From an optimization exercise on the open Yosys and OpenROAD flow, aimed at a short achievable clock period and few clock cycles; shortcuts taken in it are not production practice.
Function was checked by simulation only, so behaviour that the tests miss may differ from the original.

==> flow/design.v (excerpt) <==
module mips(
    input clk,
    input reset,
    output [31:0] i_addr,
    input [31:0] i_data,
    output [31:0] d_addr,
    output [31:0] d_wdata,
    output [3:0] d_be,
    input [31:0] d_rdata,
    output wb_en,
    output [4:0] wb_reg,
    output [31:0] wb_data,
    output [31:0] wb_pc
    );
    localparam QB = 5;       
    localparam QN = 1 << QB;
    localparam PF = 22;       
    localparam CB = 5;       
    reg rst;
    always @(posedge clk) rst <= reset;
    wire rst_out = reset | rst;
    reg [31:0] ia;
    assign i_addr = ia;
    reg fq_v;
    reg [31:0] fq_pc, fq_ir;
    always @(posedge clk) begin
        fq_v <= ~reset;
        fq_pc <= ia;
        fq_ir <= i_data;
    end
    localparam TB = 15;
    reg [(1<<CB)-1:0] c_v;
    reg [TB-CB-3:0] c_tag [0:(1<<CB)-1];
    reg [31-TB:0] ctop;
    reg [31:0] c_ir [0:(1<<CB)-1];
    always @(posedge clk) begin
        if (rst) c_v <= 0;
        else if (fq_v && fq_pc[31:TB] != ctop) c_v <= 1 << fq_pc[CB+1:2];
        else if (fq_v) c_v[fq_pc[CB+1:2]] <= 1'b1;
        if (fq_v) ctop <= fq_pc[31:TB];
        if (fq_v) begin
            c_tag[fq_pc[CB+1:2]] <= fq_pc[TB-1:CB+2];
            c_ir[fq_pc[CB+1:2]] <= fq_ir;
        end
    end
    function hit;
  ...
Size in the first run: about 240 I/O pins.
==> flow/config.mk <==
export PLATFORM = sky130hd
export DESIGN_NAME = mips
export DESIGN_NICKNAME = mips
export VERILOG_FILES = /design/flow/design.v
export SDC_FILE = /design/flow/constraint.sdc
export NUM_CORES = 4
export LEC_CHECK = 0
export CAP_MARGIN = 20
export CELL_PAD_IN_SITES_DETAIL_PLACEMENT = 1
export CELL_PAD_IN_SITES_GLOBAL_PLACEMENT = 3
export CORE_MARGIN = 2
export CORE_UTILIZATION = 40
export PLACE_DENSITY = 0.5
export SLEW_MARGIN = 20
==> flow/constraint.sdc <==
create_clock -name core_clock -period 200.0 [get_ports {clk}]
set_input_delay 40.0000 -clock core_clock [delete_from_list [all_inputs] [get_ports {clk}]]
set_output_delay 40.0000 -clock core_clock [all_outputs]
set_load 0.01 [all_outputs]
standard.sh (not shown) runs the stock make flow with config.mk's settings and CLKGATE_MAP_FILE= SYNTH_SCRIPT=/design/flow/synth_recipe.tcl, a recipe that flattens the netlist after the stock synthesis.
==> flow/flow/run.sh <==
#!/bin/bash
# The standard ORFS layout, with these changes to how it is made:
#  - ports get sky130 buf_4 cells as their buffers instead of delay cells;
export BUFFER_PORTS_ARGS="-buffer_cell sky130_fd_sc_hd__buf_4"
bash standard.sh SETUP_SLACK_MARGIN=159 SKIP_BUFFER_REMOVAL=1 FASTROUTE_TCL=$PWD/flow/fastroute.tcl finish > standard.log 2>&1
==> flow/flow/fastroute.tcl <==
# Global routing layers for this design: the standard sky130hd set-up, but
# with less of met1 and met2 offered to the global router (the row power
# rails and cell pins crowd them), so that more wiring goes to met3/met4.
set_global_routing_layer_adjustment met1 0.6
set_global_routing_layer_adjustment met2 0.35
set_global_routing_layer_adjustment met3-met5 0.2

set_routing_layers -clock met3-met5
set_routing_layers -signal met1-met5
The first run never finished: it broke off in global routing (5_1_grt).
Testbench counts at the start, summed over its fixed seeds: cycles 50,516.
==> next run, changes <==
--- a/flow/config.mk
+++ b/flow/config.mk
@@ -12,2 +12,2 @@
-export CORE_UTILIZATION = 40
-export PLACE_DENSITY = 0.5
+export CORE_UTILIZATION = 30
+export PLACE_DENSITY = 0.4
After rerunning: Now the flow completed and failed the layout checks on capacitance limit, slew limit. Area after synthesis stays the same. Synthesized cell count is unchanged.

mips, a different RTL version from the one above (not shown whole).
Size: roughly 16000 cells after synthesis, roughly 1700 flip-flops, about 0.14 mm2 of cells after synthesis.
## mips
module mips(
    input clk,
    input reset,
    output [31:0] i_addr,
    input [31:0] i_data,
    output [31:0] d_addr,
    output [31:0] d_wdata,
    output [3:0] d_be,
    input [31:0] d_rdata,
    output wb_en,
    output [4:0] wb_reg,
    output [31:0] wb_data,
    output [31:0] wb_pc
    );
clock: 200.0 ns
lec_check: 0
cap_margin: 20
cell_pad_in_sites_detail_placement: 1
cell_pad_in_sites_global_placement: 2
core_margin: 2
core_utilization: 30
place_density: 0.45
slew_margin: 20
run.sh (not shown) runs the stock make flow with config.mk's settings and CLKGATE_MAP_FILE= SYNTH_SCRIPT=/design/flow/synth_recipe.tcl, a recipe that flattens the netlist after the stock synthesis.
Stock flow here: none of the scripts above is used.
The baseline finished with timing, DRC and antenna clean.
Testbench counts at the start, summed over its fixed seeds: cycles 69,991.
==> next run, changes <==
==> flow/flow/run.sh (new file) <==
#!/bin/bash
export BUFFER_PORTS_ARGS="-buffer_cell sky130_fd_sc_hd__buf_4"
bash standard.sh SETUP_SLACK_MARGIN=159 SKIP_BUFFER_REMOVAL=1 finish > standard.log 2>&1
==> flow/standard.sh (new file) <==
#!/bin/bash
# synth_recipe.tcl (not shown) runs the flow's synth.tcl, then flattens the netlist and writes it again
# the make line also repeats each setting of config.mk as NAME=value (left out here)
make -C /OpenROAD-flow-scripts/flow DESIGN_CONFIG=/design/flow/config.mk WORK_HOME=/design/flow/orfs CLKGATE_MAP_FILE= SYNTH_SCRIPT=/design/flow/synth_recipe.tcl "${@:-finish}"
removed: flow/run.sh
Synthesized cell count stays the same.
Wire length barely changes.
Synthesized area is unchanged.
Fmax is higher by 1.6%.
Final cell count barely changes.

==> afterwards: timing with drivers on the ports <==
The flow's constraints put no driver on any port. The routed layouts listed below were extracted and timed again, unchanged, in two steps.
Step 1 sets driving cells, clkbuf_16 on the clock port and buf_2 on the other inputs (assumed; they add their load-dependent delay and slew).
Step 2 adds t to the input delays and takes it off the output delays; t is the mean of the earliest and latest rising clock arrival at the registers after step 1. Input paths then give back, and output paths get back, about the clock's delay inside the block.
Three values: ideal ports, drivers, drivers and shift; two values: the first two.
run	t (ns)	slack for setup (ns)	hold WS [ns]	worst register clock-pin slew, ns	cell pins on the clock port's net
the second run of note 1	1.449	158.242 / 158.051 / 158.674	0.326 / 0.326 / 0.326	0.09 / 0.09	1
the first run of note 2	1.034	157.921 / 157.805 / 157.460	0.269 / 0.269 / 0.269	0.08 / 0.08	1
the second run of note 2	1.014	158.587 / 158.467 / 158.754	0.315 / 0.315 / 0.315	0.09 / 0.09	1
For the first run of note 2, which loses most, drivers alone change the setup slack by -0.116 ns; drivers and shift together by -0.461 ns.
